Background: an optimization exercise with open tools, aiming at small area. Do not read the settings as production practice.
The RTL was checked by simulation tests, not by an equivalence proof against the original design.
The clock port is modelled as an ideal driver, which makes a skipped or thinned clock tree look cheaper than it is; a real chip needs a root buffer or a tree.

Setup of job 101:
==> flow/design.v <==
module LM35INO(
	input clk,
	input rst,
	input ack,
	input [9:0] db,
	output [7:0] sseg,
	output [5:0] en
);
reg [14:0] ca;
reg ta_n;
wire ca_end = (ca & 15'd11007) == 15'd10922;
wire ca_clr = rst | ca_end;
always @(posedge clk) begin
	ca <= ca_clr ? 15'd630 : {~ca[13:0], ca[14] ^ ca[0]};
	ta_n <= rst | (ta_n ^ ca_end);
end
wire input_tick = ca_end & ta_n;
reg [15:0] cb;
reg tb_n;
wire cb_end = (cb & 16'd22527) == 16'd746;
wire cb_clr = rst | cb_end;
always @(posedge clk) begin
	cb <= cb_clr ? 16'd48720 : {~cb[14:0], ~(cb[15] ^ cb[6])};
	tb_n <= rst | (tb_n ^ cb_end);
end
wire sseg_tick = cb_end & tb_n;
reg [9:0] data;
always @(posedge clk)
	if (rst) data <= 10'd0;
	else if (input_tick & ack) data <= db;
function [3:0] st5;
	input [2:0] r;
	input b;
	reg [3:0] v;
	begin
		v = {r, b};
		st5[3] = (v >= 4'd5);
		st5[2:0] = (v >= 4'd5) ? v - 4'd5 : v;
	end
endfunction
reg [2:0] r1, r2;
reg [6:0] q1;
reg [3:0] q2, t;
integer i;
always @* begin
	r1 = {1'b0, data[9], data[8]};
	for (i = 7; i >= 1; i = i - 1) begin
		t = st5(r1, data[i]);
		q1[i-1] = t[3];
		r1 = t[2:0];
	end
	r2 = {1'b0, q1[6], q1[5]};
	q2[3:2] = 2'b00;
	for (i = 4; i >= 1; i = i - 1) begin
		t = st5(r2, q1[i]);
		q2[i-1] = t[3];
		r2 = t[2:0];
	end
end
wire [3:0] ones = {r1, data[0]};
wire [3:0] tens = {r2, q1[0]};
wire [3:0] hund = (q2 == 4'd10) ? 4'd0 : q2;
reg [1:0] pos;
reg [3:0] digit;
wire [1:0] pos_nx = (pos == 2'd1) ? 2'd3 : (pos == 2'd3) ? 2'd2 : 2'd1;
always @(posedge clk) begin
	if (rst) begin
		pos <= 2'd0;
		digit <= 4'd0;
	end else if (sseg_tick) begin
		pos <= pos_nx;
		digit <= (pos_nx == 2'd1) ? ones : (pos_nx == 2'd3) ? tens : hund;
	end
end
wire [15:0] seg_t0 = 16'b0000000000010010;
wire [15:0] seg_t1 = 16'b0110000001100000;
wire [15:0] seg_t2 = 16'b0000010000000100;
wire [15:0] seg_t3 = 16'b0000000010010010;
wire [15:0] seg_t4 = 16'b1011111010111010;
wire [15:0] seg_t5 = 16'b0000000010001110;
wire [15:0] seg_t6 = 16'b0000000010000011;
wire [6:0] seg_d = {seg_t6[digit], seg_t5[digit], seg_t4[digit], seg_t3[digit], seg_t2[digit], seg_t1[digit], seg_t0[digit]};
assign en = {3'b111, pos != 2'd2, pos != 2'd3, pos != 2'd1};
assign sseg = {pos != 2'd3, seg_d};
endmodule
==> flow/config.mk <==
export PLATFORM = sky130hd
export DESIGN_NAME = LM35INO
export DESIGN_NICKNAME = LM35INO
export VERILOG_FILES = /design/flow/design.v
export SDC_FILE = /design/flow/constraint.sdc
export NUM_CORES = 4
export LEC_CHECK = 0
export ABC_AREA = 1
export CAP_MARGIN = 20
export CORE_MARGIN = 2
export CORE_UTILIZATION = 40
export SLEW_MARGIN = 20
==> flow/constraint.sdc <==
create_clock -name core_clock -period 20.0 [get_ports {clk}]
set_input_delay 4.0000 -clock core_clock [delete_from_list [all_inputs] [get_ports {clk}]]
set_output_delay 4.0000 -clock core_clock [all_outputs]
set_load 0.01 [all_outputs]
standard.sh (not shown) runs the stock make flow with config.mk's settings and CLKGATE_MAP_FILE= SYNTH_SCRIPT=/design/flow/synth_recipe.tcl, a recipe that flattens the netlist after the stock synthesis.
==> flow/flow/run.sh <==
#!/bin/bash
# The standard layout (standard.sh) with these changes:
#  - synthesis is synth_recipe.tcl unchanged except that ABC maps the logic with
#    flow/abc_best.tcl (area-oriented scripts, no buffering or upsizing, best of
#    six seeds) and Yosys does not extract half/full adders before ABC
#    (ADDER_MAP_FILE empty);
#  - the port buffers are the smallest buffer cell;
#  - CTS uses clkbuf_4 and adds no dummy clock loads; flow/cts_post.tcl then makes
#    any clock buffer driving more than 12 flip-flops a clkbuf_8 and removes the
#    root clock buffer, so the clock port drives the 4 leaf buffers;
#  - the constant outputs share one tie cell (SKIP_REPAIR_TIE_FANOUT).
# Each tool's output goes to the ORFS logs; make's own output to standard.log.
set -euo pipefail
W=$(pwd)
export FLOW_FLOWDIR="$W/flow"
sed 's#log_cmd abc {\*}\$abc_args#source '"$W"'/flow/abc_best.tcl#' \
    "$FLOW_HOME/scripts/synth.tcl" > my_synth_body.tcl
grep -q "flow/abc_best.tcl" my_synth_body.tcl
sed "s#source \$::env(SCRIPTS_DIR)/synth.tcl#source $W/my_synth_body.tcl#" synth_recipe.tcl > my_synth.tcl
grep -q "my_synth_body.tcl" my_synth.tcl
sed -e "s#SYNTH_SCRIPT=[^ ]*#SYNTH_SCRIPT=$W/my_synth.tcl#" \
    -e "s#CLKGATE_MAP_FILE= #CLKGATE_MAP_FILE= ADDER_MAP_FILE= #" standard.sh > my_standard.sh
grep -q "my_synth.tcl" my_standard.sh
grep -q "ADDER_MAP_FILE= " my_standard.sh
export BUFFER_PORTS_ARGS="-buffer_cell sky130_fd_sc_hd__buf_1"
export CTS_ARGS="-sink_clustering_enable -repair_clock_nets -dont_use_dummy_load -buf_list {sky130_fd_sc_hd__clkbuf_4}"
export POST_CTS_TCL="$W/flow/cts_post.tcl"
export SKIP_REPAIR_TIE_FANOUT=1
bash my_standard.sh > standard.log 2>&1
Other scripts of this flow, unchanged in this note and not shown: flow/flow/abc_best.tcl, flow/flow/abc_s0.script, flow/flow/abc_s1.script, flow/flow/abc_s2.script, flow/flow/abc_s3.script, flow/flow/abc_s4.script, flow/flow/abc_s5.script, flow/flow/cts_post.tcl
#### Input delta (job 102 over job 101)
diff --git a/flow/design.v b/flow/design.v
--- a/flow/design.v
+++ b/flow/design.v
@@ -61,16 +61,16 @@
 wire [3:0] tens = {r2, q1[0]};
 wire [3:0] hund = (q2 == 4'd10) ? 4'd0 : q2;
 reg [1:0] pos;
 reg [3:0] digit;
-wire [1:0] pos_nx = (pos == 2'd1) ? 2'd3 : (pos == 2'd3) ? 2'd2 : 2'd1;
+wire [1:0] pos_nx = (pos == 2'd3) ? 2'd1 : pos + 2'd1;
 always @(posedge clk) begin
 	if (rst) begin
 		pos <= 2'd0;
 		digit <= 4'd0;
 	end else if (sseg_tick) begin
 		pos <= pos_nx;
-		digit <= (pos_nx == 2'd1) ? ones : (pos_nx == 2'd3) ? tens : hund;
+		digit <= (pos_nx == 2'd1) ? ones : (pos_nx == 2'd2) ? tens : hund;
 	end
 end
 wire [15:0] seg_t0 = 16'b0000000000010010;
 wire [15:0] seg_t1 = 16'b0110000001100000;
@@ -79,7 +79,7 @@
 wire [15:0] seg_t4 = 16'b1011111010111010;
 wire [15:0] seg_t5 = 16'b0000000010001110;
 wire [15:0] seg_t6 = 16'b0000000010000011;
 wire [6:0] seg_d = {seg_t6[digit], seg_t5[digit], seg_t4[digit], seg_t3[digit], seg_t2[digit], seg_t1[digit], seg_t0[digit]};
-assign en = {3'b111, pos != 2'd2, pos != 2'd3, pos != 2'd1};
-assign sseg = {pos != 2'd3, seg_d};
+assign en = {3'b111, pos != 2'd3, pos != 2'd2, pos != 2'd1};
+assign sseg = {pos != 2'd2, seg_d};
 endmodule
Notes after the runs:
Average wire per cell in the routed design (job 102 over job 101): decrease, 1.7%. As far as count of clock-net buffers in the final layout goes, job 102 and job 101 are indistinguishable; the numbers are identical. Worst setup skew after layout, job 101 and job 102, lower one = job 101. Relative to job 101, register-to-register slack decreased by 0.53 ns in job 102. Proportion of cell area occupied by registers (job 102 over job 101): decrease, 0.23 points. Summary of job 102 over job 101: final worst slack shows a reduction of 0.091 ns; cell area after technology mapping shows an increase of 0.93%. Between job 101 and job 102, the insertion delay of the later-clocked pin in the worst-skew pair does not differ in any meaningful way.

-- port drivers added, routing unchanged --
Ports are ideal in the flow. The routed layouts listed here were re-timed in OpenROAD. Step 1: set_driving_cell puts a clkbuf_16 on clk and a buf_2 on each other input, an assumption about the parent block. Step 2 adds t to the input delays and takes it off the output delays; t is the mean of the earliest and latest rising clock arrival at the registers after step 1. Input paths then give back, and output paths get back, about the clock's delay inside the block. a / b / c = no drivers / after step 1 / after step 2; a / b = the first two.
run	shift t [ns]	setup WS [ns]	hold slack, ns	worst data-port slew with drivers (ns)
job 101	0.196	14.454 / 14.411 / 14.607	0.368 / 0.368 / 0.368	0.04
job 102	0.203	14.363 / 14.363 / 14.363	0.374 / 0.374 / 0.374	0.03
After both steps every run listed still meets setup and hold.
